What follows belongs to an exercise in optimizing a design on an open flow for small area and a short achievable clock period; a production flow would make more cautious choices. Function was checked by simulation only, so behaviour that the tests miss may differ from the original. No run shown here takes its clock network from TritonCTS; it comes from the design's own scripts or RTL. The flow treats the clock pin as an ideal source. Dropping or thinning the clock tree relies on that and would not hold on a real chip. Power and IR drop assume default switching activity.

$ cat flow/design.v
module fa(input a, input b, input ci, output s, output co);
  assign s = a ^ b ^ ci;
  assign co = (a & b) | (a & ci) | (b & ci);
endmodule
module or2m(input a, input b, output y);
  assign y = a | b;
endmodule
module nor2m(input a, input b, output y);
  assign y = ~(a | b);
endmodule
module gcell(input gh, input ph, input gl, output g);
  assign g = gh | (ph & gl);
endmodule
module pcell(input ph, input pl, output p);
  assign p = ph & pl;
endmodule
module multiplier(clk, INPUT_A, INPUT_B, RES);
  input clk;
  input [7:0] INPUT_A, INPUT_B;
  output reg [15:0] RES;
  reg [7:0] a_r, b_r;
  reg r2_p0;
  reg r2_p1;
  reg r2_p2;
  reg r2_p3;
  reg r2_p4;
  reg r2_p5;
  reg r2_cin;
  reg r2_g6;
  reg r2_q6;
  reg r2_g7;
  reg r2_q7;
  reg r2_g8;
  reg r2_q8;
  reg r2_g9;
  reg r2_q9;
  reg r2_g10;
  reg r2_q10;
  reg r2_g11;
  reg r2_q11;
  reg r2_g12;
  reg r2_q12;
  reg r2_g13;
  reg r2_q13;
  reg r2_g14;
  reg r2_q14;
  wire [15:0] prod;
  wire pp1;
  wire pp2;
  wire pp3;
  wire pp4;
  wire pp5;
  wire pp6;
  wire pp7;
  wire pp8;
  wire pp9;
  wire pp10;
  wire pp11;
  wire pp12;
  wire pp13;
  wire pp14;
  wire pp15;
  wire pp16;
  wire pp17;
  wire pp18;
  wire pp19;
  wire pp20;
  wire pp21;
  wire pp22;
  wire pp23;
  wire pp24;
  wire pp25;
  wire pp26;
  wire pp27;
  wire pp28;
  wire pp29;
  wire pp30;
  wire pp31;
  wire pp32;
  wire pp33;
  wire pp34;
  wire pp35;
  wire pp36;
  wire pp37;
  wire pp38;
  wire pp39;
  wire pp40;
  wire pp41;
  wire pp42;
  wire pp43;
  wire pp44;
  wire pp45;
  wire pp46;
  wire pp47;
  wire pp48;
  wire pp49;
  wire pp50;
  wire pp51;
  wire pp52;
  wire pp53;
  wire pp54;
  wire pp55;
  wire pp56;
  wire pp57;
  wire pp58;
  wire pp59;
  wire pp60;
  wire pp61;
  wire pp62;
  wire pp63;
  wire pp64;
  wire s65;
  wire c66;
  wire s67;
  wire c68;
  wire s69;
  wire c70;
  wire s71;
  wire c72;
  wire s73;
  wire c74;
  wire s75;
  wire c76;
  wire s77;
  wire c78;
  wire s79;
  wire c80;
  wire s81;
  wire c82;
  wire s83;
  wire c84;
  wire s85;
  wire c86;
  wire s87;
  wire c88;
  wire s89;
  wire c90;
  wire s91;
  wire c92;
  wire s93;
  wire c94;
  wire s95;
  wire c96;
  wire s97;
  wire c98;
  wire s99;
  wire c100;
  wire s101;
  wire c102;
  wire s103;
  wire c104;
  wire s105;
  wire c106;
  wire s107;
  wire c108;
  wire s109;
  wire c110;
  wire s111;
  wire c112;
  wire s113;
  wire c114;
  wire s115;
  wire c116;
  wire s117;
  wire c118;
  wire s119;
  wire c120;
  wire s121;
  wire c122;
  wire s123;
  wire c124;
  wire s125;
  wire c126;
  wire s127;
  wire c128;
  wire s129;
  wire c130;
  wire s131;
  wire c132;
  wire s133;
  wire c134;
  wire s135;
  wire c136;
  wire s137;
  wire c138;
  wire s139;
  wire c140;
  wire s141;
  wire c142;
  wire s143;
  wire c144;
  wire s145;
  wire c146;
  wire s147;
  wire c148;
  wire s149;
  wire c150;
  wire s151;
  wire c152;
  wire s153;
  wire c154;
  wire s155;
  wire c156;
  wire s157;
  wire c158;
  wire g159;
  wire p160;
  wire g161;
  wire p162;
  wire g163;
  wire p164;
  wire g165;
  wire p166;
  wire g167;
  wire p168;
  wire g169;
  wire p170;
  wire g171;
  wire p172;
  wire g173;
  wire p174;
  wire g175;
  wire p176;
  wire G1_177;
  wire G1_179;
  wire P1_180;
  wire G1_181;
  wire P1_182;
  wire G1_183;
  wire P1_184;
  wire G1_185;
  wire P1_186;
  wire G2_187;
  wire G2_189;
  wire P2_190;
  wire G3_191;
  wire G7_193;
  wire G7_195;
  wire G8_197;
  wire G8_199;
  wire G8_201;
  wire G8_203;
  always @(posedge clk) begin
    a_r <= INPUT_A;
    b_r <= INPUT_B;
    r2_p0 <= ~pp1;
    r2_p1 <= s149;
    r2_p2 <= s151;
    r2_p3 <= s153;
    r2_p4 <= s155;
    r2_p5 <= s157;
    r2_cin <= c158;
    r2_g6 <= g159;
    r2_q6 <= p160;
    r2_g7 <= g161;
    r2_q7 <= p162;
    r2_g8 <= g163;
    r2_q8 <= p164;
    r2_g9 <= g165;
    r2_q9 <= p166;
    r2_g10 <= g167;
    r2_q10 <= p168;
    r2_g11 <= g169;
    r2_q11 <= p170;
    r2_g12 <= g171;
    r2_q12 <= p172;
    r2_g13 <= g173;
    r2_q13 <= p174;
    r2_g14 <= g175;
    r2_q14 <= p176;
    RES <= prod;
  end
  assign pp1 = ~(a_r[0] & b_r[0]);
  assign pp2 = ~(a_r[0] & b_r[1]);
  assign pp3 = ~(a_r[0] & b_r[2]);
  assign pp4 = ~(a_r[0] & b_r[3]);
  assign pp5 = ~(a_r[0] & b_r[4]);
  assign pp6 = ~(a_r[0] & b_r[5]);
  assign pp7 = ~(a_r[0] & b_r[6]);
  assign pp8 = ~(a_r[0] & b_r[7]);
  assign pp9 = ~(a_r[1] & b_r[0]);
  assign pp10 = ~(a_r[1] & b_r[1]);
  assign pp11 = ~(a_r[1] & b_r[2]);
  assign pp12 = ~(a_r[1] & b_r[3]);
  assign pp13 = ~(a_r[1] & b_r[4]);
  assign pp14 = ~(a_r[1] & b_r[5]);
  assign pp15 = ~(a_r[1] & b_r[6]);
  assign pp16 = ~(a_r[1] & b_r[7]);
  assign pp17 = ~(a_r[2] & b_r[0]);
  assign pp18 = ~(a_r[2] & b_r[1]);
  assign pp19 = ~(a_r[2] & b_r[2]);
  assign pp20 = ~(a_r[2] & b_r[3]);
  assign pp21 = ~(a_r[2] & b_r[4]);
  assign pp22 = ~(a_r[2] & b_r[5]);
  assign pp23 = ~(a_r[2] & b_r[6]);
  assign pp24 = ~(a_r[2] & b_r[7]);
  assign pp25 = ~(a_r[3] & b_r[0]);
  assign pp26 = ~(a_r[3] & b_r[1]);
  assign pp27 = ~(a_r[3] & b_r[2]);
  assign pp28 = ~(a_r[3] & b_r[3]);
  assign pp29 = ~(a_r[3] & b_r[4]);
  assign pp30 = ~(a_r[3] & b_r[5]);
  assign pp31 = ~(a_r[3] & b_r[6]);
  assign pp32 = ~(a_r[3] & b_r[7]);
  assign pp33 = ~(a_r[4] & b_r[0]);
  assign pp34 = ~(a_r[4] & b_r[1]);
  assign pp35 = ~(a_r[4] & b_r[2]);
  assign pp36 = ~(a_r[4] & b_r[3]);
  assign pp37 = ~(a_r[4] & b_r[4]);
  assign pp38 = ~(a_r[4] & b_r[5]);
  assign pp39 = ~(a_r[4] & b_r[6]);
  assign pp40 = ~(a_r[4] & b_r[7]);
  assign pp41 = ~(a_r[5] & b_r[0]);
  assign pp42 = ~(a_r[5] & b_r[1]);
  assign pp43 = ~(a_r[5] & b_r[2]);
  assign pp44 = ~(a_r[5] & b_r[3]);
  assign pp45 = ~(a_r[5] & b_r[4]);
  assign pp46 = ~(a_r[5] & b_r[5]);
  assign pp47 = ~(a_r[5] & b_r[6]);
  assign pp48 = ~(a_r[5] & b_r[7]);
  assign pp49 = ~(a_r[6] & b_r[0]);
  assign pp50 = ~(a_r[6] & b_r[1]);
  assign pp51 = ~(a_r[6] & b_r[2]);
  assign pp52 = ~(a_r[6] & b_r[3]);
  assign pp53 = ~(a_r[6] & b_r[4]);
  assign pp54 = ~(a_r[6] & b_r[5]);
  assign pp55 = ~(a_r[6] & b_r[6]);
  assign pp56 = ~(a_r[6] & b_r[7]);
  assign pp57 = ~(a_r[7] & b_r[0]);
  assign pp58 = ~(a_r[7] & b_r[1]);
  assign pp59 = ~(a_r[7] & b_r[2]);
  assign pp60 = ~(a_r[7] & b_r[3]);
  assign pp61 = ~(a_r[7] & b_r[4]);
  assign pp62 = ~(a_r[7] & b_r[5]);
  assign pp63 = ~(a_r[7] & b_r[6]);
  assign pp64 = ~(a_r[7] & b_r[7]);
  assign s65 = ~(pp7 ^ pp14);
  or2m u_orc66 (.a(pp7), .b(pp14), .y(c66));
  fa u_fa1 (.a(pp8), .b(pp15), .ci(pp22), .s(s67), .co(c68));
  assign s69 = ~(pp29 ^ pp36);
  or2m u_orc70 (.a(pp29), .b(pp36), .y(c70));
  fa u_fa2 (.a(pp16), .b(pp23), .ci(pp30), .s(s71), .co(c72));
  assign s73 = ~(pp37 ^ pp44);
  or2m u_orc74 (.a(pp37), .b(pp44), .y(c74));
  fa u_fa3 (.a(pp24), .b(pp31), .ci(pp38), .s(s75), .co(c76));
  assign s77 = ~(pp5 ^ pp12);
  or2m u_orc78 (.a(pp5), .b(pp12), .y(c78));
  fa u_fa4 (.a(pp6), .b(pp13), .ci(pp20), .s(s79), .co(c80));
  assign s81 = ~(pp27 ^ pp34);
  or2m u_orc82 (.a(pp27), .b(pp34), .y(c82));
  fa u_fa5 (.a(pp21), .b(pp28), .ci(pp35), .s(s83), .co(c84));
  fa u_fa6 (.a(pp42), .b(pp49), .ci(s65), .s(s85), .co(c86));
  fa u_fa7 (.a(pp43), .b(pp50), .ci(pp57), .s(s87), .co(c88));
  fa u_fa8 (.a(c66), .b(s69), .ci(s67), .s(s89), .co(c90));
  fa u_fa9 (.a(pp51), .b(pp58), .ci(c70), .s(s91), .co(c92));
  fa u_fa10 (.a(s73), .b(c68), .ci(s71), .s(s93), .co(c94));
  fa u_fa11 (.a(pp45), .b(pp52), .ci(pp59), .s(s95), .co(c96));
  fa u_fa12 (.a(c74), .b(c72), .ci(s75), .s(s97), .co(c98));
  fa u_fa13 (.a(pp32), .b(pp39), .ci(pp46), .s(s99), .co(c100));
  fa u_fa14 (.a(pp53), .b(pp60), .ci(c76), .s(s101), .co(c102));
  fa u_fa15 (.a(pp40), .b(pp47), .ci(pp54), .s(s103), .co(c104));
  assign s105 = ~(pp4 ^ pp11);
  or2m u_orc106 (.a(pp4), .b(pp11), .y(c106));
  fa u_fa16 (.a(pp19), .b(pp26), .ci(pp33), .s(s107), .co(c108));
  fa u_fa17 (.a(pp41), .b(c78), .ci(s81), .s(s109), .co(c110));
  fa u_fa18 (.a(c82), .b(c80), .ci(s83), .s(s111), .co(c112));
  fa u_fa19 (.a(c84), .b(s87), .ci(c86), .s(s113), .co(c114));
  fa u_fa20 (.a(c88), .b(s91), .ci(c90), .s(s115), .co(c116));
  fa u_fa21 (.a(s95), .b(c92), .ci(c94), .s(s117), .co(c118));
  fa u_fa22 (.a(c96), .b(s99), .ci(s101), .s(s119), .co(c120));
  fa u_fa23 (.a(pp61), .b(c100), .ci(s103), .s(s121), .co(c122));
  fa u_fa24 (.a(pp48), .b(pp55), .ci(pp62), .s(s123), .co(c124));
  assign s125 = ~(pp3 ^ pp10);
  or2m u_orc126 (.a(pp3), .b(pp10), .y(c126));
  fa u_fa25 (.a(pp18), .b(pp25), .ci(s105), .s(s127), .co(c128));
  fa u_fa26 (.a(c106), .b(s77), .ci(s107), .s(s129), .co(c130));
  fa u_fa27 (.a(c108), .b(s79), .ci(s109), .s(s131), .co(c132));
  fa u_fa28 (.a(c110), .b(s85), .ci(s111), .s(s133), .co(c134));
  fa u_fa29 (.a(c112), .b(s89), .ci(s113), .s(s135), .co(c136));
  fa u_fa30 (.a(s93), .b(c114), .ci(s115), .s(s137), .co(c138));
  fa u_fa31 (.a(s97), .b(c116), .ci(s117), .s(s139), .co(c140));
  fa u_fa32 (.a(c98), .b(s119), .ci(c118), .s(s141), .co(c142));
  fa u_fa33 (.a(c102), .b(s121), .ci(c120), .s(s143), .co(c144));
  fa u_fa34 (.a(c104), .b(s123), .ci(c122), .s(s145), .co(c146));
  fa u_fa35 (.a(pp56), .b(pp63), .ci(c124), .s(s147), .co(c148));
  assign s149 = ~pp2 ^ ~pp9;
  assign c150 = ~pp2 & ~pp9;
  assign s151 = ~pp17 ^ ~s125 ^ c150;
  assign c152 = (~pp17 & ~s125) | (~pp17 & c150) | (~s125 & c150);
  assign s153 = ~s127 ^ ~c126 ^ c152;
  assign c154 = (~s127 & ~c126) | (~s127 & c152) | (~c126 & c152);
  assign s155 = ~s129 ^ ~c128 ^ c154;
  assign c156 = (~s129 & ~c128) | (~s129 & c154) | (~c128 & c154);
  assign s157 = ~s131 ^ ~c130 ^ c156;
  assign c158 = (~s131 & ~c130) | (~s131 & c156) | (~c130 & c156);
  nor2m u_norg159 (.a(s133), .b(c132), .y(g159));
  assign p160 = s133 ^ c132;
  nor2m u_norg161 (.a(s135), .b(c134), .y(g161));
  assign p162 = s135 ^ c134;
  nor2m u_norg163 (.a(s137), .b(c136), .y(g163));
  assign p164 = s137 ^ c136;
  nor2m u_norg165 (.a(s139), .b(c138), .y(g165));
  assign p166 = s139 ^ c138;
  nor2m u_norg167 (.a(s141), .b(c140), .y(g167));
  assign p168 = s141 ^ c140;
  nor2m u_norg169 (.a(s143), .b(c142), .y(g169));
  assign p170 = s143 ^ c142;
  nor2m u_norg171 (.a(s145), .b(c144), .y(g171));
  assign p172 = s145 ^ c144;
  nor2m u_norg173 (.a(s147), .b(c146), .y(g173));
  assign p174 = s147 ^ c146;
  nor2m u_norg175 (.a(pp64), .b(c148), .y(g175));
  assign p176 = pp64 ^ c148;
  assign prod[0] = r2_p0;
  assign prod[1] = r2_p1;
  assign prod[2] = r2_p2;
  assign prod[3] = r2_p3;
  assign prod[4] = r2_p4;
  assign prod[5] = r2_p5;
  gcell u_G1_177 (.gh(r2_g6), .ph(r2_q6), .gl(r2_cin), .g(G1_177));
  gcell u_G1_179 (.gh(r2_g8), .ph(r2_q8), .gl(r2_g7), .g(G1_179));
  pcell u_P1_180 (.ph(r2_q8), .pl(r2_q7), .p(P1_180));
  gcell u_G1_181 (.gh(r2_g10), .ph(r2_q10), .gl(r2_g9), .g(G1_181));
  pcell u_P1_182 (.ph(r2_q10), .pl(r2_q9), .p(P1_182));
  gcell u_G1_183 (.gh(r2_g12), .ph(r2_q12), .gl(r2_g11), .g(G1_183));
  pcell u_P1_184 (.ph(r2_q12), .pl(r2_q11), .p(P1_184));
  gcell u_G1_185 (.gh(r2_g14), .ph(r2_q14), .gl(r2_g13), .g(G1_185));
  pcell u_P1_186 (.ph(r2_q14), .pl(r2_q13), .p(P1_186));
  gcell u_G2_187 (.gh(G1_179), .ph(P1_180), .gl(G1_177), .g(G2_187));
  gcell u_G2_189 (.gh(G1_183), .ph(P1_184), .gl(G1_181), .g(G2_189));
  pcell u_P2_190 (.ph(P1_184), .pl(P1_182), .p(P2_190));
  gcell u_G3_191 (.gh(G2_189), .ph(P2_190), .gl(G2_187), .g(G3_191));
  gcell u_G7_193 (.gh(G1_181), .ph(P1_182), .gl(G2_187), .g(G7_193));
  gcell u_G7_195 (.gh(G1_185), .ph(P1_186), .gl(G3_191), .g(G7_195));
  gcell u_G8_197 (.gh(r2_g7), .ph(r2_q7), .gl(G1_177), .g(G8_197));
  gcell u_G8_199 (.gh(r2_g9), .ph(r2_q9), .gl(G2_187), .g(G8_199));
  gcell u_G8_201 (.gh(r2_g11), .ph(r2_q11), .gl(G7_193), .g(G8_201));
  gcell u_G8_203 (.gh(r2_g13), .ph(r2_q13), .gl(G3_191), .g(G8_203));
  assign prod[6] = r2_q6 ^ r2_cin;
  assign prod[7] = r2_q7 ^ G1_177;
  assign prod[8] = r2_q8 ^ G8_197;
  assign prod[9] = r2_q9 ^ G2_187;
  assign prod[10] = r2_q10 ^ G8_199;
  assign prod[11] = r2_q11 ^ G7_193;
  assign prod[12] = r2_q12 ^ G8_201;
  assign prod[13] = r2_q13 ^ G3_191;
  assign prod[14] = r2_q14 ^ G8_203;
  assign prod[15] = 1'b0 ^ G7_195;
endmodule
$ cat flow/flow/run.sh
#!/bin/bash
# Own layout flow: the standard flow (standard.sh) with the standard synthesis
# unchanged, small port buffers, and (flow/skew.tcl, run after clock tree synthesis)
# a separate delayed clock branch for the internal pipeline register.
# Each step writes its full output to its own log file here.
set -euo pipefail
here=$(pwd)
extra=()
while IFS= read -r line; do
  [[ -z "$line" || "$line" == \#* ]] && continue
  extra+=("${line//@HERE@/$here}")
done < flow/extra.txt
bash standard.sh synth > "$here/synth.log" 2>&1
bash standard.sh "${extra[@]}" floorplan > "$here/floorplan.log" 2>&1
bash standard.sh "${extra[@]}" place > "$here/place.log" 2>&1
bash standard.sh "${extra[@]}" cts > "$here/cts.log" 2>&1
bash standard.sh "${extra[@]}" route > "$here/route.log" 2>&1
bash standard.sh "${extra[@]}" finish > "$here/finish.log" 2>&1
$ cat flow/flow/extra.txt
# make variables for the layout steps (one per line; @HERE@ is the work folder)
BUFFER_PORTS_ARGS=-buffer_cell sky130_fd_sc_hd__buf_1
MATCH_CELL_FOOTPRINT=0
POST_CTS_TCL=@HERE@/flow/skew.tcl
SKEW_PATTERN=r2_*
SKEW_CLOCK_PORT=clk
SKEW_DRIVER=sky130_fd_sc_hd__clkbuf_16
SKEW_CANDIDATES=none sky130_fd_sc_hd__clkbuf_1 sky130_fd_sc_hd__clkbuf_2 sky130_fd_sc_hd__clkdlybuf4s15_1 sky130_fd_sc_hd__clkdlybuf4s18_1 sky130_fd_sc_hd__clkdlybuf4s25_1 sky130_fd_sc_hd__clkdlybuf4s50_1 sky130_fd_sc_hd__clkdlybuf4s50_1+sky130_fd_sc_hd__clkbuf_1 sky130_fd_sc_hd__clkdlybuf4s50_1+sky130_fd_sc_hd__clkbuf_2 sky130_fd_sc_hd__clkdlybuf4s50_1+sky130_fd_sc_hd__clkdlybuf4s15_1 sky130_fd_sc_hd__clkdlybuf4s50_1+sky130_fd_sc_hd__clkdlybuf4s18_1 sky130_fd_sc_hd__clkdlybuf4s50_1+sky130_fd_sc_hd__clkdlybuf4s25_1 sky130_fd_sc_hd__clkdlybuf4s50_1+sky130_fd_sc_hd__clkdlybuf4s50_1
SKEW_HOLD_MARGIN=0.05
SKEW_MAIN_DRIVER=sky130_fd_sc_hd__clkbuf_16
SKEW_RESIZE=a_r*=sky130_fd_sc_hd__dfxtp_2 b_r*=sky130_fd_sc_hd__dfxtp_2
SKEW_SETUP_PUSH=0.3
SKEW_GROUP2=0.06
SKEW_CANDIDATES2=sky130_fd_sc_hd__clkbuf_8 sky130_fd_sc_hd__clkbuf_1+sky130_fd_sc_hd__clkbuf_8 sky130_fd_sc_hd__clkdlybuf4s15_1+sky130_fd_sc_hd__clkbuf_8 sky130_fd_sc_hd__clkdlybuf4s25_1+sky130_fd_sc_hd__clkbuf_8 sky130_fd_sc_hd__clkdlybuf4s50_1+sky130_fd_sc_hd__clkbuf_8 sky130_fd_sc_hd__clkdlybuf4s50_1+sky130_fd_sc_hd__clkbuf_1+sky130_fd_sc_hd__clkbuf_8 sky130_fd_sc_hd__clkdlybuf4s50_1+sky130_fd_sc_hd__clkdlybuf4s15_1+sky130_fd_sc_hd__clkbuf_8 sky130_fd_sc_hd__clkdlybuf4s50_1+sky130_fd_sc_hd__clkdlybuf4s25_1+sky130_fd_sc_hd__clkbuf_8 sky130_fd_sc_hd__clkdlybuf4s50_1+sky130_fd_sc_hd__clkdlybuf4s50_1+sky130_fd_sc_hd__clkbuf_8
$ cat flow/flow/skew.tcl
# POST_CTS hook: runs flow/skew_body.tcl at global scope (see that file).
uplevel #0 [list source [file join [file dirname [info script]] skew_body.tcl]]
$ cat flow/flow/skew_body.tcl
# POST_CTS hook: give the internal pipeline register (cells matching SKEW_PATTERN)
# its own clock branch, a buffer chain from the clock port whose delay balances
# the register-to-register paths into and out of it. The registers that face
# the ports stay on the standard clock tree. Hold is repaired afterwards.
set pattern $::env(SKEW_PATTERN)
set block [ord::get_db_block]
set db [ord::get_db]
set_propagated_clock [all_clocks]

set flops {}
foreach inst [$block getInsts] {
  if {[string match $pattern [$inst getName]] && [$inst findITerm CLK] ne "NULL"} { lappend flops $inst }
}
puts "SKEW: [llength $flops] registers match $pattern"
set clk_net [[$block findBTerm $::env(SKEW_CLOCK_PORT)] getNet]

# centroid of the skewed registers
set sx 0; set sy 0
foreach f $flops { lassign [$f getLocation] x y; set sx [expr {$sx + $x}]; set sy [expr {$sy + $y}] }
set cx [expr {int($sx / [llength $flops])}]
set cy [expr {int($sy / [llength $flops])}]

# move the registers to a new net
set old_nets {}
set skew_net [odb::dbNet_create $block skew_clk_leaf]
$skew_net setSigType CLOCK
foreach f $flops {
  set it [$f findITerm CLK]
  set n [$it getNet]
  if {$n ne "NULL"} { lappend old_nets $n }
  $it disconnect
  $it connect $skew_net
}

set chain {}
set chain_nets {}
proc build_chain {cells} {
  global block db chain chain_nets clk_net skew_net cx cy
  foreach i $chain { odb::dbInst_destroy $i }
  foreach n $chain_nets { odb::dbNet_destroy $n }
  set chain {}; set chain_nets {}
  set prev $clk_net
  set k 0
  set ncell [llength $cells]
  foreach c $cells {
    incr k
    set inst [odb::dbInst_create $block [$db findMaster $c] skew_clk_buf_$k]
    $inst setLocation [expr {$cx + 2000 * $k}] $cy
    $inst setPlacementStatus PLACED
    [$inst findITerm A] connect $prev
    if {$k == $ncell} {
      set out $skew_net
    } else {
      set out [odb::dbNet_create $block skew_clk_n$k]
      $out setSigType CLOCK
      lappend chain_nets $out
    }
    [$inst findITerm X] connect $out
    lappend chain $inst
    set prev $out
  }
}

# remove clock tree buffers left without loads
proc prune_tree {} {
  global block
  set again 1
  while {$again} {
    set again 0
    foreach inst [$block getInsts] {
      set m [[$inst getMaster] getName]
      if {![string match *clkbuf* $m] && ![string match *clkinv* $m] && ![string match *bufinv* $m] && ![string match *inv_* $m]} { continue }
      if {![string match clk* [$inst getName]]} { continue }
      set out [$inst findITerm X]
      if {$out eq "NULL"} { set out [$inst findITerm Y] }
      if {$out eq "NULL"} { continue }
      set n [$out getNet]
      if {$n eq "NULL" || [llength [$n getITerms]] <= 1 && [llength [$n getBTerms]] == 0} {
        puts "SKEW: removing unloaded clock cell [$inst getName]"
        odb::dbInst_destroy $inst
        if {$n ne "NULL"} { odb::dbNet_destroy $n }
        set again 1
      }
    }
  }
}
# optionally replace the rest of the tree by one buffer from the port (small designs)
if {[info exists ::env(SKEW_MAIN_DRIVER)] && $::env(SKEW_MAIN_DRIVER) ne ""} {
  set main {}
  foreach inst [$block getInsts] {
    if {[lsearch -exact $flops $inst] >= 0} { continue }
    set it [$inst findITerm CLK]
    if {$it eq "NULL" || ![[$inst getMaster] isSequential]} { continue }
    lappend main $inst
  }
  set mx 0; set my 0
  foreach f $main { lassign [$f getLocation] x y; set mx [expr {$mx + $x}]; set my [expr {$my + $y}] }
  set mx [expr {int($mx / [llength $main])}]
  set my [expr {int($my / [llength $main])}]
  set main_net [odb::dbNet_create $block main_clk_leaf]
  $main_net setSigType CLOCK
  foreach f $main {
    set it [$f findITerm CLK]
    $it disconnect
    $it connect $main_net
  }
  set mb [odb::dbInst_create $block [$db findMaster $::env(SKEW_MAIN_DRIVER)] main_clk_buf]
  $mb setLocation $mx $my
  $mb setPlacementStatus PLACED
  [$mb findITerm A] connect $clk_net
  [$mb findITerm X] connect $main_net
  puts "SKEW: [llength $main] other registers on one $::env(SKEW_MAIN_DRIVER)"
}
prune_tree

# optional drive-strength changes, "pattern=master" pairs in SKEW_RESIZE
if {[info exists ::env(SKEW_RESIZE)]} {
  foreach pair $::env(SKEW_RESIZE) {
    lassign [split $pair =] pat master
    foreach inst [$block getInsts] {
      if {[string match $pat [$inst getName]]} {
        $inst swapMaster [$db findMaster $master]
      }
    }
    puts "SKEW: resized $pat to $master"
  }
}

proc choose_chain {} {
  global best best_ws drv
  set best ""
  set best_ws -1e9
  foreach cand $::env(SKEW_CANDIDATES) {
    set cells [concat [split $cand +] $drv]
    if {$cand eq "none"} { set cells $drv }
    build_chain $cells
    estimate_parasitics -placement
    set ws [worst_slack -max]
    puts "SKEW: chain $cells worst setup slack $ws"
    if {$ws > $best_ws + 0.005} { set best_ws $ws; set best $cells }
  }
  puts "SKEW: chosen chain $best ($best_ws)"
  build_chain $best
  estimate_parasitics -placement
}
set drv $::env(SKEW_DRIVER)
choose_chain
if {[info exists ::env(SKEW_SETUP_PUSH)] && $::env(SKEW_SETUP_PUSH) > 0} {
  set ws [worst_slack -max]
  repair_timing -setup -setup_margin [expr {$ws + $::env(SKEW_SETUP_PUSH)}] -skip_pin_swap -skip_gate_cloning -skip_buffering -verbose
  estimate_parasitics -placement
  puts "SKEW: after setup push: [worst_slack -max]"
  choose_chain
}
build_chain $best
estimate_parasitics -placement
# optional second skewed group: the registers whose own paths want a later clock
proc pin_slack {args} {
  set cmd [concat report_checks $args -format end]
  set v [with_output_to_variable x $cmd]
  if {[regexp {([-0-9.]+) \((MET|VIOLATED)\)} $x -> sl]} { return $sl }
  return 9
}
proc build_chain2 {cells} {
  global block db chain2 chain2_nets clk_net skew2_net cx2 cy2
  foreach i $chain2 { odb::dbInst_destroy $i }
  foreach n $chain2_nets { odb::dbNet_destroy $n }
  set chain2 {}; set chain2_nets {}
  set prev $clk_net
  set k 0
  set ncell [llength $cells]
  foreach c $cells {
    incr k
    set inst [odb::dbInst_create $block [$db findMaster $c] skew2_clk_buf_$k]
    $inst setLocation [expr {$cx2 + 2000 * $k}] $cy2
    $inst setPlacementStatus PLACED
    [$inst findITerm A] connect $prev
    if {$k == $ncell} {
      set out $skew2_net
    } else {
      set out [odb::dbNet_create $block skew2_clk_n$k]
      $out setSigType CLOCK
      lappend chain2_nets $out
    }
    [$inst findITerm X] connect $out
    lappend chain2 $inst
    set prev $out
  }
}
if {[info exists ::env(SKEW_GROUP2)] && $::env(SKEW_GROUP2) > 0} {
  set late {}
  foreach f $flops {
    set n [$f getName]
    set si [pin_slack -to [get_pins "$n/D"]]
    set so [pin_slack -from [get_pins "$n/CLK"]]
    if {$so - $si > $::env(SKEW_GROUP2)} { lappend late $f }
    puts "SKEW: $n in $si out $so"
  }
  if {[llength $late] > 0 && [llength $late] < [llength $flops]} {
    set chain2 {}; set chain2_nets {}
    set skew2_net [odb::dbNet_create $block skew2_clk_leaf]
    $skew2_net setSigType CLOCK
    set sx 0; set sy 0
    foreach f $late { lassign [$f getLocation] x y; set sx [expr {$sx + $x}]; set sy [expr {$sy + $y}] }
    set cx2 [expr {int($sx / [llength $late])}]
    set cy2 [expr {int($sy / [llength $late]) + 2720}]
    foreach f $late { set it [$f findITerm CLK]; $it disconnect; $it connect $skew2_net }
    set base $best
    foreach round {1 2} {
      set b2 ""; set b2ws -1e9
      foreach cand $::env(SKEW_CANDIDATES2) {
        set cells [split $cand +]
        build_chain2 $cells
        estimate_parasitics -placement
        set ws [worst_slack -max]
        puts "SKEW: group2 chain $cells worst setup slack $ws"
        if {$ws > $b2ws + 0.005} { set b2ws $ws; set b2 $cells }
      }
      build_chain2 $b2
      puts "SKEW: group2 ([llength $late] registers) chain $b2 ($b2ws)"
      choose_chain
    }
  }
}

# registers of the skewed group whose own paths do not need the delay, but whose
# hold it would break, go back to the main branch
if {[info exists main_net]} {
  foreach f $flops {
    set pin [get_pins "[$f getName]/D"]
    set hp [find_timing_paths -to $pin -path_delay min]
    if {[llength $hp] == 0} { continue }
    set hs [get_property [lindex $hp 0] slack]
    if {$hs >= 0.05} { continue }
    set it [$f findITerm CLK]
    set orig [$it getNet]
    $it disconnect; $it connect $main_net
    estimate_parasitics -placement
    set ws [worst_slack -max]
    if {$ws < $best_ws - 0.01} {
      $it disconnect; $it connect $orig
      estimate_parasitics -placement
    } else {
      puts "SKEW: [$f getName] (hold slack $hs) back on the main branch, setup $ws"
    }
  }
}
detailed_placement
estimate_parasitics -placement
puts "SKEW: after placement: setup [worst_slack -max] hold [worst_slack -min]"
repair_timing -hold -hold_margin $::env(SKEW_HOLD_MARGIN) -verbose
detailed_placement
check_placement -verbose
estimate_parasitics -placement
puts "SKEW: final: setup [worst_slack -max] hold [worst_slack -min]"
$ cat flow/standard.sh
#!/bin/bash
# synth_recipe.tcl (not shown) runs the flow's synth.tcl, then flattens the netlist and writes it again
# the make line also repeats each setting of config.mk as NAME=value (left out here)
make -C /OpenROAD-flow-scripts/flow DESIGN_CONFIG=/design/flow/config.mk WORK_HOME=/design/flow/orfs CLKGATE_MAP_FILE= SYNTH_SCRIPT=/design/flow/synth_recipe.tcl "${@:-finish}"
$ cat flow/config.mk
export PLATFORM = sky130hd
export DESIGN_NAME = multiplier
export DESIGN_NICKNAME = multiplier
export VERILOG_FILES = /design/flow/design.v
export SDC_FILE = /design/flow/constraint.sdc
export NUM_CORES = 4
export LEC_CHECK = 0
export CAP_MARGIN = 20
export CORE_MARGIN = 2
export CORE_UTILIZATION = 40
export SLEW_MARGIN = 20
export SYNTH_HIERARCHICAL = 1
$ cat flow/constraint.sdc
create_clock -name core_clock -period 4.0 [get_ports {clk}]
set_input_delay 0.8000 -clock core_clock [delete_from_list [all_inputs] [get_ports {clk}]]
set_output_delay 0.8000 -clock core_clock [all_outputs]
set_load 0.01 [all_outputs]
==> results_dict.tcl, run 1 <==
set metrics [dict create \
    status "finished clean" \
    clk_pin_slew_ns 0.12 \
    core_area_mm2 0.006459 \
    max_freq_mhz 501.7 \
    syn-cell-area_mm2 0.002703 \
    final_nets 326 \
    routedWlPerCell_um 12.49 \
    whs_ns 0.05269 \
    routabilityCongestion 0.8893 \
    dp_hpwl_um 3275 \
    max-cap-violations 0 \
    path_common_cell "fa_1" \
    grt_overflow 0 \
    crit_fanout 8 \
    initial_utilization_pct 41.84 \
    cp-startpoint "b_r[6]" \
    hp-start "a_r[7]" \
    synthDistinctLibCells 13 \
    ant_nets 0 \
    grt_max_degree 35 \
    arrival_ns 2.64 \
    synth_seq_cells 57 \
    grtUsageMet3_pct 2.190 \
    setup_ws_ns 2.007 \
    synth_warnings 7 \
    path_buf_inv 0 \
    syn_inst 240 \
    cp_top_family "adder cells" \
    largest_registers "RES: 16 flops, a_r: 8 flops, b_r: 8 flops" \
    ys_seq_area_share_pct 42.22 \
    vias_per_cell 4.750 \
    critPathMaxStageDelay_ns 0.50 \
    num_rows 29 \
    rsz0062_at_grt "false" \
    crit_slowest_cell "fa_1" \
    grtUsageMet2_pct 24.59 \
    hp-class "reg -> reg" \
    busiest_layer "met2" \
    drive_gt1_share_pct 10.49 \
    drt_pass1_iterations 4 \
    die_w_um 86.20 \
    cts_sinks 57 \
    finalCriticalPeriod_ns 1.993 \
    dieHeight_um 86.20 \
    top_register "RES" \
    n_antenna_cell 0 \
    pre_cts_slack_ns 1.264 \
    crit_type "reg -> reg" \
    grt_pass1_wl_um 7769 \
    vias 1634 \
    areaGrowthSynthToFinish_pct 11.53 \
    grt.total_usage_pct 13.26 \
    numPortBuffers 32 \
    layout_common_cells "nand2_1 (57), dfxtp_1 (40), fa_1 (34)" \
    min_period_over_period_pct 49.83 \
    finalSetupViolCount 0 \
    drt-initial-drc-count 37 \
    insertion_delay_ns 0.81 \
    largest_reg_flops 16 \
    ios 33 \
    routed_wl_um 4298 \
    crit_required_ns 4.65 \
    tns_ns 0 \
    fin_skew_ns 0.6333 \
    postSynthAreaPerCell_um2 11.26 \
    slew_headroom_pct 83.40 \
    drc 0 \
    die-area_mm2 0.007430 \
    syn_nets 297 \
    timing.final.hold_violations 0 \
    p_leak_nw 1.243 \
    powerDensity_mw_per_mm2 540.9 \
    final_common_cell "nand2_1" \
    start_kind "flop" \
    worst_pin_slew_ns 0.2472 \
    antenna_found_initial 0 \
    worstReg2RegStart "b_r[6]" \
    grt_pass1_vias 1764 \
    drv_slew 0 \
    cp_cell_sequence "nand2_1, fa_1, fa_2, fa_1, fa_1, xor2_1" \
    cp-end-kind "flop" \
    use_met1_pct 16.08 \
    ir_worst_vdd_v 0.0002434 \
]
==> Yosys stat by module, one instance, submodules excluded <==
module / cells / area [um^2] / flops+latches
or2m: 1 / 6.256 / 0
nor2m: 1 / 3.754 / 0
fa: 1 / 20.02 / 0
gcell: 1 / 7.507 / 0
pcell: 1 / 6.256 / 0
multiplier: 170 / 1788 / 57
==> Yosys cell counts (all sizes together) <==
library cell	number	area share (%)
a21o	14	3.9
and2	9	2.1
buf	11	2.0
clkbuf	1	0.14
dfxtp	57	42
fa	39	29
ha	1	0.46
inv	7	0.97
nand2	60	8.3
nor2	9	1.2
or2	7	1.6
xnor2	6	1.9
xor2	19	6.2
==> per-stage QoR <==
stage / power (mW) / utilization [%] / cells / cell area (um^2)
2_1_floorplan: 1.194 / - / 240 / 2703
3_3_place_gp: 1.305 / 44.29 / 337 / 2860
3_5_place_dp: 1.315 / 44.29 / 337 / 2860
5_1_grt: 1.769 / 46.67 / 344 / 3014
6_report: 1.630 / 46.67 / 344 / 3014
==> cells by family (layout without fill, tap and decap cells) <==
kind of cell	count (synthesis)	in the layout	share of synthesized area, %
xor+xnor	25	25	8.102
compound gates	14	14	3.889
buf+inv	19	46	3.148
flops	57	57	42.22
simple gates	85	85	13.29
fa+ha+maj	40	40	29.35
==> power breakdown <==
part / internal (mW) / total (mW) / switching (mW)
registers: 0.732 / 0.808 / 0.0764
logic: 0.236 / 0.485 / 0.249
clock network: 0.163 / 0.337 / 0.174
==> worst register-to-register path: stages, from the launching register on <==
cell	delay, ns
dfxtp_2	0.43
nand2_1	0.10
fa_1	0.48
fa_2	0.36
fa_1	0.50
fa_1	0.44
xor2_1	0.15
==> path summary, 6_finish.rpt <==
| check | cells after the start | slack, ns | to |
|---|---|---|---|
| min | 2 | 0.05 | r2_q14 |
| max reg2reg | 6 | 2.01 | r2_q8 |
| max | 6 | 2.01 | r2_q8 |
| min reg2reg | 2 | 0.05 | r2_q14 |
==> cell type report <==
class	instances	area (um^2)
sequential	57	1177
buffer	7	97.59
tap	77	96.34
multi-input combinational	164	1496
timing repair buffer	32	120.1
inverter	7	26.28
fill	615	3445
==> layer usage <==
metal	up-vias	wire [um]
met1	824	1838
met3	4	130
met2	31	2289
li1	775	-
met5	-	0
met4	0	40
==> run 2, diff against run 1 <==
--- a/flow/flow/extra.txt
+++ b/flow/flow/extra.txt
@@ -10,5 +10,4 @@
 SKEW_MAIN_DRIVER=sky130_fd_sc_hd__clkbuf_16
 SKEW_RESIZE=a_r*=sky130_fd_sc_hd__dfxtp_2 b_r*=sky130_fd_sc_hd__dfxtp_2
 SKEW_SETUP_PUSH=0.3
-SKEW_GROUP2=0.06
-SKEW_CANDIDATES2=sky130_fd_sc_hd__clkbuf_8 sky130_fd_sc_hd__clkbuf_1+sky130_fd_sc_hd__clkbuf_8 sky130_fd_sc_hd__clkdlybuf4s15_1+sky130_fd_sc_hd__clkbuf_8 sky130_fd_sc_hd__clkdlybuf4s25_1+sky130_fd_sc_hd__clkbuf_8 sky130_fd_sc_hd__clkdlybuf4s50_1+sky130_fd_sc_hd__clkbuf_8 sky130_fd_sc_hd__clkdlybuf4s50_1+sky130_fd_sc_hd__clkbuf_1+sky130_fd_sc_hd__clkbuf_8 sky130_fd_sc_hd__clkdlybuf4s50_1+sky130_fd_sc_hd__clkdlybuf4s15_1+sky130_fd_sc_hd__clkbuf_8 sky130_fd_sc_hd__clkdlybuf4s50_1+sky130_fd_sc_hd__clkdlybuf4s25_1+sky130_fd_sc_hd__clkbuf_8 sky130_fd_sc_hd__clkdlybuf4s50_1+sky130_fd_sc_hd__clkdlybuf4s50_1+sky130_fd_sc_hd__clkbuf_8
+SKEW_PUSH_ARGS=-skip_gate_cloning
--- a/flow/flow/skew_body.tcl
+++ b/flow/flow/skew_body.tcl
@@ -147,7 +147,9 @@
 choose_chain
 if {[info exists ::env(SKEW_SETUP_PUSH)] && $::env(SKEW_SETUP_PUSH) > 0} {
   set ws [worst_slack -max]
-  repair_timing -setup -setup_margin [expr {$ws + $::env(SKEW_SETUP_PUSH)}] -skip_pin_swap -skip_gate_cloning -skip_buffering -verbose
+  set pargs {-skip_pin_swap -skip_gate_cloning -skip_buffering}
+  if {[info exists ::env(SKEW_PUSH_ARGS)]} { set pargs $::env(SKEW_PUSH_ARGS) }
+  repair_timing -setup -setup_margin [expr {$ws + $::env(SKEW_SETUP_PUSH)}] {*}$pargs -verbose
   estimate_parasitics -placement
   puts "SKEW: after setup push: [worst_slack -max]"
   choose_chain
==> run 2 against run 1 <==
Effect of this change: area after synthesis unchanged; wire length decreased by 1.5%; sequential power decreased by 0.5%; highest routed layer unchanged; still clean; fmax increased by 1.8%; final cell count increased by 2.6%; worst hold slack improved by 0.036 ns; largest power group unchanged.
==> results_dict.tcl, run 2 <==
set metrics [dict create \
    status "finished clean" \
    initial_utilization_pct 41.84 \
    yosysTopAreaCell "dfxtp_1" \
    start_kind "flop" \
    arrival_ns 2.67 \
    drt_pass1_iterations 5 \
    grt.total_usage_pct 13.23 \
    die_w_um 86.20 \
    min_period_over_period_pct 48.96 \
    ios 33 \
    routabilityCongestion 0.8893 \
    ir_worst_vdd_v 0.0002641 \
    whs_ns 0.08878 \
    drc 0 \
    vias 1653 \
    numPortBuffers 32 \
    grt_pass1_vias 1761 \
    synth_ff_type "dfxtp_1" \
    ys_top_cells_by_count "nand2_1 (60), dfxtp_1 (57), fa_1 (39)" \
    grt_pass1_wl_um 7866 \
    slew_headroom_pct 83.97 \
    antenna_found_initial 0 \
    synth_most_common_cell "nand2_1" \
    synthDistinctLibCells 13 \
    hp-start "a_r[0]" \
    grt_max_degree 35 \
    crit_required_ns 4.71 \
    dieHeight_um 86.20 \
    p_leak_nw 1.288 \
    drv_slew 0 \
    max-cap-violations 0 \
    synthArstFlopShare_pct 0 \
    die-area_mm2 0.007430 \
    routed_wl_um 4232 \
    drt-initial-drc-count 38 \
    rsz0062_at_grt "false" \
    postSynthAreaPerCell_um2 11.26 \
    vias_per_cell 4.683 \
    largest_reg_flops 16 \
    swShare_pct 30.29 \
    synthTopCellsByArea "dfxtp_1 (42%), fa_1 (29%), nand2_1 (8.3%)" \
    drive_gt1_share_pct 13.77 \
    hp-class "reg -> reg" \
    cts_sinks 57 \
    syn_inst 240 \
    synth_top_area_share_pct 42.22 \
    max_freq_mhz 510.7 \
    num_rows 29 \
    internal-power_mw 1.118 \
    ys_seq_area_share_pct 42.22 \
    insertion_delay_ns 0.77 \
    top_register "RES" \
    grt_overflow 0 \
    ant_nets 0 \
    tns_ns 0 \
    finalCriticalPeriod_ns 1.958 \
    final_common_cell "nand2_1" \
    fin_skew_ns 0.5928 \
    instances_no_fill 353 \
    p_clk_share_pct 16.6 \
    synth_warnings 7 \
    p_seq_share_pct 50.1 \
    powerDensity_mw_per_mm2 520.4 \
    clk_pin_slew_ns 0.12 \
    core_area_mm2 0.006459 \
    cp-startpoint "b_r[7]" \
    worst_pin_slew_ns 0.2388 \
    final_nets 335 \
    finalSetupViolCount 0 \
    syn-cell-area_mm2 0.002703 \
    combPwrFrac_pct 33.3 \
    areaGrowthSynthToFinish_pct 14.03 \
    crit_type "reg -> reg" \
    switching_power_mw 0.4858 \
    cp-end-kind "flop" \
    synth_seq_cells 57 \
    worstReg2RegStart "b_r[7]" \
    routedWlPerCell_um 11.99 \
    layout_common_cells "nand2_1 (58), dfxtp_1 (40), fa_1 (33)" \
    crit_fanout 4 \
    synth_edf_count 0 \
    dp.cells 337 \
    largest_registers "RES: 16 flops, a_r: 8 flops, b_r: 8 flops" \
    syn_nets 297 \
    timing.final.hold_violations 0 \
    n_antenna_cell 0 \
    dp_hpwl_um 3275 \
]
run 2: per-module statistics from Yosys, one instance, submodules excluded:
module,area [um^2],times used,flip-flops and latches
fa,20.02,35,0
gcell,7.507,14,0
pcell,6.256,5,0
or2m,6.256,7,0
multiplier,1788,1,57
nor2m,3.754,9,0
run 2: routing by layer:
metal,global-route usage (%),vias up,wire length [um]
met5,0,-,0
met4,2.699,0,54
met3,1.810,4,110
met2,24.74,27,2239
met1,16.30,826,1829
li1,-,796,-
run 2: per-stage QoR:
step                power [mW]  utilization, %  area, um^2  worst slack, ns
floorplan                1.194               -        2703            1.378
global placement         1.305           44.29        2860            1.296
detailed placement       1.315           44.29        2860            1.264
global route             1.745           47.71        3082            1.935
finish                   1.604           47.71        3082            2.042
run 2: worst max-delay path: stages (launching register included):
cell     delay, ns
dfxtp_4       0.39
nand2_1       0.08
fa_2          0.40
fa_1          0.50
fa_1          0.43
fa_2          0.55
xor2_1        0.13
run 2: final cells by class:
| type | count | area, um^2 |
|---|---|---|
| flip-flops and latches | 57 | 1182 |
| inverters | 7 | 26.28 |
| well taps | 77 | 96.34 |
| plain buffers | 4 | 63.81 |
| repair buffers | 44 | 216.5 |
| multi-input cells | 164 | 1496 |
| fillers | 608 | 3377 |
run 2: worst paths after layout:
path / to / slack [ns] / cells after the start
hold reg to reg: r2_p1 / 0.09 / 2
setup reg to reg: r2_q10 / 2.04 / 6
hold / removal: r2_p1 / 0.09 / 2
setup / recovery: r2_q10 / 2.04 / 6
run 2: power by group through the flow:
stage               Clock, mW  Sequential [mW]  Combinational (mW)
floorplan                   0            0.834               0.359
global placement            0            0.821               0.484
detailed placement          0            0.823               0.492
global route            0.304            0.826               0.616
finish                  0.266            0.804               0.534
run 2: logic make-up (layout without fill, tap and decap cells):
family | count (synthesis) | after routing | synth area share [%]
AO/OA/AOI/OAI | 14 | 14 | 3.889
XOR/XNOR | 25 | 25 | 8.102
adder cells (fa/ha/maj) | 40 | 40 | 29.35
buffers and inverters | 19 | 55 | 3.148
flip-flops | 57 | 57 | 42.22
AND/OR/NAND/NOR | 85 | 85 | 13.29
==> run 3, diff against run 2 <==
--- a/flow/flow/extra.txt
+++ b/flow/flow/extra.txt
@@ -6,8 +6,7 @@
 SKEW_CLOCK_PORT=clk
 SKEW_DRIVER=sky130_fd_sc_hd__clkbuf_16
 SKEW_CANDIDATES=none sky130_fd_sc_hd__clkbuf_1 sky130_fd_sc_hd__clkbuf_2 sky130_fd_sc_hd__clkdlybuf4s15_1 sky130_fd_sc_hd__clkdlybuf4s18_1 sky130_fd_sc_hd__clkdlybuf4s25_1 sky130_fd_sc_hd__clkdlybuf4s50_1 sky130_fd_sc_hd__clkdlybuf4s50_1+sky130_fd_sc_hd__clkbuf_1 sky130_fd_sc_hd__clkdlybuf4s50_1+sky130_fd_sc_hd__clkbuf_2 sky130_fd_sc_hd__clkdlybuf4s50_1+sky130_fd_sc_hd__clkdlybuf4s15_1 sky130_fd_sc_hd__clkdlybuf4s50_1+sky130_fd_sc_hd__clkdlybuf4s18_1 sky130_fd_sc_hd__clkdlybuf4s50_1+sky130_fd_sc_hd__clkdlybuf4s25_1 sky130_fd_sc_hd__clkdlybuf4s50_1+sky130_fd_sc_hd__clkdlybuf4s50_1
-SKEW_HOLD_MARGIN=0.05
+SKEW_HOLD_MARGIN=0.02
 SKEW_MAIN_DRIVER=sky130_fd_sc_hd__clkbuf_16
 SKEW_RESIZE=a_r*=sky130_fd_sc_hd__dfxtp_2 b_r*=sky130_fd_sc_hd__dfxtp_2
 SKEW_SETUP_PUSH=0.3
-SKEW_PUSH_ARGS=-skip_gate_cloning
==> run 3 against run 2 <==
Effect of this change: sequential share of layout area up 0.87 points; via count is 2.5% lower; critical path depth unchanged; die area unchanged; clock power barely moved; clock skew is 0.011 ns higher; combinational power decreased by 9.2%; worst hold slack worse by 0.010 ns; critical path type unchanged; largest power group unchanged.
==> results_dict.tcl, run 3 <==
set metrics [dict create \
    num_rows 29 \
    routed_wl_um 4162 \
    top_register "RES" \
    crit_fanout 8 \
    dieHeight_um 86.20 \
    r2r_slack_ns 2.00 \
    hp-start "a_r[1]" \
    critPathMaxStageDelay_ns 0.56 \
    worstReg2RegStart "a_r[3]" \
    drc 0 \
    routabilityCongestion 0.8893 \
    cp-end-kind "flop" \
    hp-class "reg -> reg" \
    syn_inst 240 \
    ys_top_cells_by_count "nand2_1 (60), dfxtp_1 (57), fa_1 (39)" \
    synthArstFlopShare_pct 0 \
    postSynthAreaPerCell_um2 11.26 \
    synth_warnings 7 \
    reg2regPathDepth 6 \
    drive_gt1_share_pct 10.15 \
    utilization_pct 46.45 \
    swShare_pct 30.55 \
    p_seq_share_pct 51.9 \
    fin_skew_ns 0.6037 \
    worst_pin_slew_ns 0.2348 \
    initial_utilization_pct 41.84 \
    cts_sinks 57 \
    final_area_mm2 0.003000 \
    clk_pin_slew_ns 0.12 \
    yosysTopAreaCell "dfxtp_1" \
    power_mw 1.558 \
    drt-initial-drc-count 27 \
    start_kind "flop" \
    grt_pass1_wl_um 7541 \
    routedWlPerCell_um 12.13 \
    tns_ns 0 \
    timing.final.hold_violations 0 \
    grt.total_usage_pct 12.75 \
    worstSetupEndpoint "r2_q10" \
    cp_top_family "adder cells" \
    synth_edf_count 0 \
    synthTopCellsByArea "dfxtp_1 (42%), fa_1 (29%), nand2_1 (8.3%)" \
    antenna_found_initial 0 \
    crit_required_ns 4.72 \
    finalSetupViolCount 0 \
    final_nets 325 \
    largest_reg_flops 16 \
    finalCriticalPeriod_ns 1.997 \
    max-cap-violations 0 \
    crit_slowest_cell "fa_2" \
    die-area_mm2 0.007430 \
    cp_cell_sequence "nand2_1, fa_2, fa_1, fa_1, fa_2, xor2_1" \
    synth_top_area_share_pct 42.22 \
    slew_headroom_pct 84.23 \
    crit_cells 6 \
    layout_common_cells "nand2_1 (57), dfxtp_1 (40), fa_1 (34)" \
    synth_ff_type "dfxtp_1" \
    arrival_ns 2.71 \
    vias_per_cell 4.700 \
    placed_area_mm2 0.002860 \
    rsz0062_at_grt "false" \
    switching_power_mw 0.4759 \
    n_antenna_cell 0 \
    ir_worst_vdd_v 0.0002342 \
    fillers 616 \
    synth_seq_cells 57 \
    numPortBuffers 32 \
    synthDistinctLibCells 13 \
    vias 1612 \
    synth_most_common_cell "nand2_1" \
    core_area_mm2 0.006459 \
    internal-power_mw 1.082 \
    worstReg2RegEnd "r2_q10" \
    crit_type "reg -> reg" \
    ios 33 \
    final_common_cell "nand2_1" \
    areaGrowthSynthToFinish_pct 11.02 \
    path_buf_inv 0 \
    ant_nets 0 \
    insertion_delay_ns 0.78 \
    largest_registers "RES: 16 flops, a_r: 8 flops, b_r: 8 flops" \
    grt_pass1_vias 1704 \
    grt_max_degree 35 \
    grt_overflow 0 \
    p_leak_nw 1.237 \
    status "finished clean" \
    min_period_over_period_pct 49.93 \
    ys_seq_area_share_pct 42.22 \
    max_freq_mhz 500.7 \
    cp-startpoint "a_r[3]" \
    p_clk_share_pct 17.0 \
    syn_nets 297 \
    drv_slew 0 \
    powerDensity_mw_per_mm2 519.1 \
    die_w_um 86.20 \
    drt_pass1_iterations 4 \
    syn-cell-area_mm2 0.002703 \
    combPwrFrac_pct 31.1 \
    dp_hpwl_um 3275 \
]
==> run 3: layout make-up <==
class                           instances  area, um^2  area share [%]
Multi-Input combinational cell        164        1496           49.88
Sequential cell                        57        1177           39.24
Timing Repair Buffer                   34       140.1           4.671
Tap cell                               77       96.34           3.211
Buffer                                  4       63.81           2.127
Inverter                                7       26.28          0.8757
==> run 3: modules after synthesis, one instance, submodules excluded <==
module	times used	flops+latches
multiplier	1	57
fa	35	0
gcell	14	0
or2m	7	0
pcell	5	0
nor2m	9	0
==> run 3: cells by family (layout without fill, tap and decap cells) <==
logic type | count (synthesis) | in the layout | synth area share, %
xor gates and xnor gates | 25 | 25 | 8.102
buffers and inverters | 19 | 45 | 3.148
DFF | 57 | 57 | 42.22
and+or+nand+nor | 85 | 85 | 13.29
AOI/OAI and AO/OA | 14 | 14 | 3.889
adders and majority gates | 40 | 40 | 29.35
==> run 3: worst min-delay path by stage <==
stage          endpoint  slack, ns  cells after the start
2_1_floorplan    RES[0]       0.31                      0
3_3_place_gp     RES[3]       0.31                      0
3_5_place_dp     RES[3]       0.31                      0
5_1_grt           r2_p1       0.13                      2
6_report          r2_p1       0.08                      2
==> run 3: tightest hold or removal path: stages (launching register included) <==
cell and delay (ns):
dfxtp_4 0.41, and2_1 0.13, ha_1 0.11
==> run 3: power by group through the flow <==
stage,Sequential (mW),Combinational (mW),Clock [mW]
after global placement,0.821,0.484,0
after global routing,0.830,0.562,0.303
final,0.808,0.485,0.264
after floorplan,0.834,0.359,0
after detailed placement,0.823,0.492,0
==> run 3: per-layer routing <==
metal	part of all wire, %	track usage (%)	wire (um)	vias up
met5	0	0	0	-
met4	0.70	2.699	29	0
met3	3.3	1.714	139	2
met2	53	23.75	2195	34
met1	43	15.76	1796	802
li1	-	-	-	774
==> run 3: through the flow <==
step / hold slack, ns / worst slack (ns) / std cells
after global routing: 0.1319 / 1.926 / 343
after floorplan: 0.3096 / 1.378 / 240
after global placement: 0.3100 / 1.296 / 337
final: 0.07872 / 2.003 / 343
after detailed placement: 0.3121 / 1.264 / 337
==> run 4, diff against run 3 <==
--- a/flow/flow/extra.txt
+++ b/flow/flow/extra.txt
@@ -6,7 +6,8 @@
 SKEW_CLOCK_PORT=clk
 SKEW_DRIVER=sky130_fd_sc_hd__clkbuf_16
 SKEW_CANDIDATES=none sky130_fd_sc_hd__clkbuf_1 sky130_fd_sc_hd__clkbuf_2 sky130_fd_sc_hd__clkdlybuf4s15_1 sky130_fd_sc_hd__clkdlybuf4s18_1 sky130_fd_sc_hd__clkdlybuf4s25_1 sky130_fd_sc_hd__clkdlybuf4s50_1 sky130_fd_sc_hd__clkdlybuf4s50_1+sky130_fd_sc_hd__clkbuf_1 sky130_fd_sc_hd__clkdlybuf4s50_1+sky130_fd_sc_hd__clkbuf_2 sky130_fd_sc_hd__clkdlybuf4s50_1+sky130_fd_sc_hd__clkdlybuf4s15_1 sky130_fd_sc_hd__clkdlybuf4s50_1+sky130_fd_sc_hd__clkdlybuf4s18_1 sky130_fd_sc_hd__clkdlybuf4s50_1+sky130_fd_sc_hd__clkdlybuf4s25_1 sky130_fd_sc_hd__clkdlybuf4s50_1+sky130_fd_sc_hd__clkdlybuf4s50_1
-SKEW_HOLD_MARGIN=0.02
+SKEW_HOLD_MARGIN=0.05
 SKEW_MAIN_DRIVER=sky130_fd_sc_hd__clkbuf_16
 SKEW_RESIZE=a_r*=sky130_fd_sc_hd__dfxtp_2 b_r*=sky130_fd_sc_hd__dfxtp_2
 SKEW_SETUP_PUSH=0.3
+SKEW_PUSH_ARGS=-skip_gate_cloning -skip_buffering
==> run 4 against run 3 <==
Effect of this change: clock power about the same; still clean on timing, DRC and antenna; register-to-register slack about the same; cell area about the same; critical endpoint unchanged; die area unchanged; global-route usage increased by 0.061 points; first-iteration DRC count shrank 7.4%; final cell count unchanged; critical path depth stayed put; utilization hardly changed; sequential share of layout area about the same; clock skew fell by 0.011 ns; critical path type unchanged; area after synthesis stayed put.
==> results_dict.tcl, run 4 <==
set metrics [dict create \
    grt_max_degree 35 \
    status "finished clean" \
    n_antenna_cell 0 \
    ir_worst_vdd_v 0.0002476 \
    yosysTopAreaCell "dfxtp_1" \
    dieHeight_um 86.20 \
    numPortBuffers 32 \
    cts_sinks 57 \
    r2r_slack_ns 1.99 \
    ios 33 \
    vias_per_cell 4.746 \
    insertion_delay_ns 0.77 \
    die-area_mm2 0.007430 \
    fin_skew_ns 0.5924 \
    core_area_mm2 0.006459 \
    fillers 618 \
    final_nets 325 \
    grt_pass1_vias 1706 \
    vias 1628 \
    initial_utilization_pct 41.84 \
    synth_edf_count 0 \
    timing.final.hold_violations 0 \
    utilization_pct 46.49 \
    multi_input_area_mm2 0.001499 \
    synthArstFlopShare_pct 0 \
    drive_gt1_share_pct 10.53 \
    final_area_mm2 0.003003 \
    syn_nets 297 \
    whs_ns 0.09965 \
    grt.total_usage_pct 12.81 \
    num_rows 29 \
    seq_area_mm2 0.001177 \
    drt_pass1_iterations 4 \
    power_mw 1.558 \
    rsz0062_at_grt "false" \
    slew_headroom_pct 84.33 \
    p_leak_nw 1.233 \
    synth_most_common_cell "nand2_1" \
    ys_top_cells_by_count "nand2_1 (60), dfxtp_1 (57), fa_1 (39)" \
    synthTopCellsByArea "dfxtp_1 (42%), fa_1 (29%), nand2_1 (8.3%)" \
    finalCriticalPeriod_ns 2.006 \
    dp_hpwl_um 3275 \
    top_register "RES" \
    syn_inst 240 \
    routabilityCongestion 0.8893 \
    tns_ns 0 \
    arrival_ns 2.71 \
    synth_ff_type "dfxtp_1" \
    routed_wl_um 4183 \
    placed_area_mm2 0.002860 \
    routedWlPerCell_um 12.20 \
    finalSetupViolCount 0 \
    crit_required_ns 4.71 \
    grt_pass1_wl_um 7583 \
    cp-end-kind "flop" \
    largest_registers "RES: 16 flops, a_r: 8 flops, b_r: 8 flops" \
    largest_reg_flops 16 \
    synthDistinctLibCells 13 \
    areaGrowthSynthToFinish_pct 11.11 \
    drv_slew 0 \
    postSynthAreaPerCell_um2 11.26 \
    synth_seq_cells 57 \
    synth_warnings 7 \
    layout_common_cells "nand2_1 (57), dfxtp_1 (40), fa_1 (33)" \
    max_freq_mhz 498.6 \
    max-cap-violations 0 \
    hp-class "reg -> reg" \
    ys_seq_area_share_pct 42.22 \
    start_kind "flop" \
    worst_pin_slew_ns 0.2333 \
    syn-cell-area_mm2 0.002703 \
    min_period_over_period_pct 50.14 \
    ant_nets 0 \
    drt-initial-drc-count 25 \
    drc 0 \
    clk_pin_slew_ns 0.12 \
    synth_top_area_share_pct 42.22 \
    final_common_cell "nand2_1" \
    antenna_found_initial 0 \
    grt_overflow 0 \
    crit_fanout 8 \
    powerDensity_mw_per_mm2 518.9 \
    die_w_um 86.20 \
    crit_type "reg -> reg" \
]
==> run 4: where the power goes <==
part	total (mW)	leakage, nW	switching, mW	internal, mW
registers	0.808	0.480	0.0766	0.731
clock network	0.266	0.0297	0.153	0.113
logic	0.484	0.723	0.247	0.238
total	1.56	1.23	0.476	1.08
==> run 4: per-layer routing <==
layer | wire length, um | global-route usage, %
met1 | 1773 | 15.95
met2 | 2183 | 23.75
met3 | 195 | 1.714
met4 | 29 | 2.699
met5 | 0 | 0
==> run 4: cells by family (layout without fill, tap and decap cells) <==
kind of cell	Yosys count	in the layout	synth area share [%]
AO/OA/AOI/OAI	14	14	3.889
XOR/XNOR	25	25	8.102
adder cells (fa/ha/maj)	40	40	29.35
buffers and inverters	19	45	3.148
flip-flops	57	57	42.22
AND/OR/NAND/NOR	85	85	13.29
==> run 4: final cells by class <==
class	instances	area share, %
plain buffers	4	2.125
inverters	7	0.8750
multi-input cells	164	49.92
flip-flops and latches	57	39.21
well taps	77	3.208
repair buffers	34	4.667
==> run 4: worst max-delay path, cell delays in order, from the launching register on <==
cell	delay, ns
dfxtp_2	0.43
nand2_1	0.10
fa_2	0.37
fa_1	0.50
fa_2	0.44
fa_2	0.55
xor2_1	0.13
==> run 4: Yosys stat by module, one instance, submodules excluded <==
| module | flops+latches | cell area, um^2 | cells | times used |
|---|---|---|---|---|
| multiplier | 57 | 1788 | 170 | 1 |
| fa | 0 | 20.02 | 1 | 35 |
| gcell | 0 | 7.507 | 1 | 14 |
| or2m | 0 | 6.256 | 1 | 7 |
| pcell | 0 | 6.256 | 1 | 5 |
| nor2m | 0 | 3.754 | 1 | 9 |
==> run 4: through the flow <==
stage,cells,setup slack (ns)
6_report,343,1.994
3_5_place_dp,337,1.264
2_1_floorplan,240,1.378
3_3_place_gp,337,1.296
5_1_grt,343,1.933
==> run 4: final timing paths <==
check             startpoint     end  cells after the start
setup / recovery      a_r[3]  r2_q10                      6
hold / removal        a_r[1]   r2_p1                      2
setup reg to reg      a_r[3]  r2_q10                      6
hold reg to reg       a_r[1]   r2_p1                      2
==> run 5, diff against run 4 <==
--- a/flow/flow/extra.txt
+++ b/flow/flow/extra.txt
@@ -9,5 +9,5 @@
 SKEW_HOLD_MARGIN=0.05
 SKEW_MAIN_DRIVER=sky130_fd_sc_hd__clkbuf_16
 SKEW_RESIZE=a_r*=sky130_fd_sc_hd__dfxtp_2 b_r*=sky130_fd_sc_hd__dfxtp_2
-SKEW_SETUP_PUSH=0.3
+SKEW_SETUP_PUSH=0.6
 SKEW_PUSH_ARGS=-skip_gate_cloning -skip_buffering
==> run 5 against run 4 <==
Effect of this change: still clean; worst hold slack lost 0.0019 ns; wire length decreased by 0.29%; die area unchanged; area after synthesis unchanged; sequential share of layout area hardly changed; register-to-register slack barely moved; setup slack got worse by 0.0031 ns; critical endpoint unchanged; highest routed layer unchanged.
==> results_dict.tcl, run 5 <==
set metrics [dict create \
    status "finished clean" \
    worst_pin_slew_ns 0.2336 \
    final_common_cell "nand2_1" \
    r2r_slack_ns 1.99 \
    synth_most_common_cell "nand2_1" \
    cp_top_family "adder cells" \
    largest_reg_flops 16 \
    drt_pass1_iterations 4 \
    synthArstFlopShare_pct 0 \
    crit_fanout 8 \
    grt_max_degree 35 \
    power_mw 1.560 \
    cp-end-kind "flop" \
    tns_ns 0 \
    slew_headroom_pct 84.31 \
    fin_skew_ns 0.5900 \
    combPwrFrac_pct 31.1 \
    numPortBuffers 32 \
    reg2regPathDepth 6 \
    swShare_pct 30.59 \
    grt_overflow 0 \
    layout_common_cells "nand2_1 (57), dfxtp_1 (40), fa_1 (33)" \
    drive_gt1_share_pct 10.90 \
    powerDensity_mw_per_mm2 519.4 \
    hp-start "a_r[1]" \
    crit_required_ns 4.71 \
    syn_inst 240 \
    crit_slowest_cell "fa_2" \
    cts_sinks 57 \
    finalSetupViolCount 0 \
    internal-power_mw 1.083 \
    clk_pin_slew_ns 0.12 \
    synthTopCellsByArea "dfxtp_1 (42%), fa_1 (29%), nand2_1 (8.3%)" \
    pre_cts_slack_ns 1.264 \
    n_antenna_cell 0 \
    final_area_mm2 0.003004 \
    finalCriticalPeriod_ns 2.009 \
    postSynthAreaPerCell_um2 11.26 \
    max_freq_mhz 497.8 \
    dieHeight_um 86.20 \
    routabilityCongestion 0.8893 \
    max-cap-violations 0 \
    top_register "RES" \
    rsz0062_at_grt "false" \
    drt-initial-drc-count 38 \
    setup_ws_ns 1.991 \
    synth_ff_type "dfxtp_1" \
    holdPathStages 2 \
    worstReg2RegEnd "r2_q10" \
    initial_utilization_pct 41.84 \
    whs_ns 0.09772 \
    path_buf_inv 0 \
    ios 33 \
    placed_area_mm2 0.002860 \
    synth_edf_count 0 \
    ir_worst_vdd_v 0.0002483 \
    grt_pass1_vias 1710 \
    p_seq_share_pct 51.8 \
    start_kind "flop" \
    insertion_delay_ns 0.77 \
    synth_seq_cells 57 \
    switching_power_mw 0.4774 \
    synth_top_area_share_pct 42.22 \
    path_common_cell "fa_2" \
    largest_registers "RES: 16 flops, a_r: 8 flops, b_r: 8 flops" \
    vias_per_cell 4.773 \
    core_area_mm2 0.006459 \
    antenna_found_initial 0 \
    synth_warnings 7 \
    yosysTopAreaCell "dfxtp_1" \
    syn_nets 297 \
    vias 1637 \
    cp_cell_sequence "nand2_1, fa_2, fa_1, fa_2, fa_2, xor2_1" \
    ys_seq_area_share_pct 42.22 \
    drv_slew 0 \
    areaGrowthSynthToFinish_pct 11.16 \
    p_leak_nw 1.235 \
    drc 0 \
    p_clk_share_pct 17.0 \
    arrival_ns 2.71 \
    timing.final.hold_violations 0 \
    cp-startpoint "a_r[3]" \
    routed_wl_um 4171 \
    hold_end "r2_p1" \
    critPathMaxStageDelay_ns 0.55 \
    grt_pass1_wl_um 7590 \
    grt.total_usage_pct 12.81 \
    routedWlPerCell_um 12.16 \
    crit_type "reg -> reg" \
    worstReg2RegStart "a_r[3]" \
    die_w_um 86.20 \
    ant_nets 0 \
    die-area_mm2 0.007430 \
    dp_hpwl_um 3275 \
    syn-cell-area_mm2 0.002703 \
    ys_top_cells_by_count "nand2_1 (60), dfxtp_1 (57), fa_1 (39)" \
    min_period_over_period_pct 50.22 \
    final_nets 325 \
    synthDistinctLibCells 13 \
    hp-class "reg -> reg" \
    num_rows 29 \
]
==> run 5: cell counts after synthesis <==
No cell type changed its count.
==> run 5: worst max path at each step <==
stage             end  slack, ns  cells past startpoint
2_1_floorplan  r2_q10       1.38                      7
3_3_place_gp   r2_q10       1.30                      6
5_1_grt         r2_p5       1.93                      8
6_report       r2_q10       1.99                      6
3_5_place_dp   r2_q10       1.26                      6
==> run 5: tightest hold or removal path, cell delays in order, from the launching register on <==
cell and delay (ns):
dfxtp_4 0.42, and2_1 0.13, ha_1 0.11
==> run 5: area by class of cell <==
type                       instances  area, um^2
fill                             618        3455
multi-input combinational        164        1499
sequential                        57        1177
timing repair buffer              34       141.4
tap                               77       96.34
buffer                             4       63.81
inverter                           7       26.28
==> run 5: Yosys stat by module (local to each module, per instance) <==
module / times used / cells
fa: 35 / 1
gcell: 14 / 1
multiplier: 1 / 170
nor2m: 9 / 1
or2m: 7 / 1
pcell: 5 / 1
==> run 5: through the flow <==
step,cells,utilization (%)
floorplan,240,-
global placement,337,44.29
detailed placement,337,44.29
global route,343,46.51
finish,343,46.51
==> run 5: per-layer routing <==
layer / track usage (%) / part of all wire [%] / vias up
met2: 23.82 / 53 / 44
met5: 0 / 0 / -
met1: 15.88 / 43 / 814
met4: 2.699 / 0.70 / 0
met3: 1.714 / 4.1 / 2
li1: - / - / 777
==> run 5: cells by family (layout without fill, tap and decap cells) <==
logic type	after synthesis	count (layout)	synth area share [%]
buffers and inverters	19	45	3.148
DFF	57	57	42.22
and+or+nand+nor	85	85	13.29
adders and majority gates	40	40	29.35
xor gates and xnor gates	25	25	8.102
AOI/OAI and AO/OA	14	14	3.889
==> run 5: power groups by stage <==
| stage | clock [mW] | combinational [mW] | sequential (mW) |
|---|---|---|---|
| 2_1_floorplan | 0 | 0.359 | 0.834 |
| 3_5_place_dp | 0 | 0.492 | 0.823 |
| 5_1_grt | 0.304 | 0.563 | 0.830 |
| 6_report | 0.266 | 0.486 | 0.809 |
| 3_3_place_gp | 0 | 0.484 | 0.821 |

[what the ideal ports hide]
The flow's constraints put no driver on any port. The routed layouts listed below were extracted and timed again, unchanged, in two steps.
Step 1: set_driving_cell puts a clkbuf_16 on clk and a buf_2 on each other input, an assumption about the parent block.
Step 2, shift: input delay + t, output delay - t, t = (earliest + latest rising clock arrival at the registers) / 2. This alone moves slack from input paths to output paths.
Three values: ideal, step 1, step 2; two values: the first two.
run	shift t [ns]	slack for setup (ns)	worst hold slack (ns)	latest minus earliest clock arrival (ns)
run 1	0.538	2.007 / 2.006 / 2.006	0.053 / 0.053 / 0.053	0.634 / 0.634
run 2	0.510	2.042 / 2.041 / 2.041	0.089 / 0.089 / 0.089	0.593 / 0.593
run 3	0.511	2.003 / 2.002 / 2.002	0.079 / 0.079 / 0.079	0.604 / 0.603
run 4	0.510	1.994 / 1.994 / 1.994	0.100 / 0.100 / 0.100	0.593 / 0.593
run 5	0.509	1.991 / 1.991 / 1.991	0.098 / 0.098 / 0.098	0.591 / 0.591
In every run listed the clock reaches the registers at very different times; t lies between them, and the last value is a rough guide only.
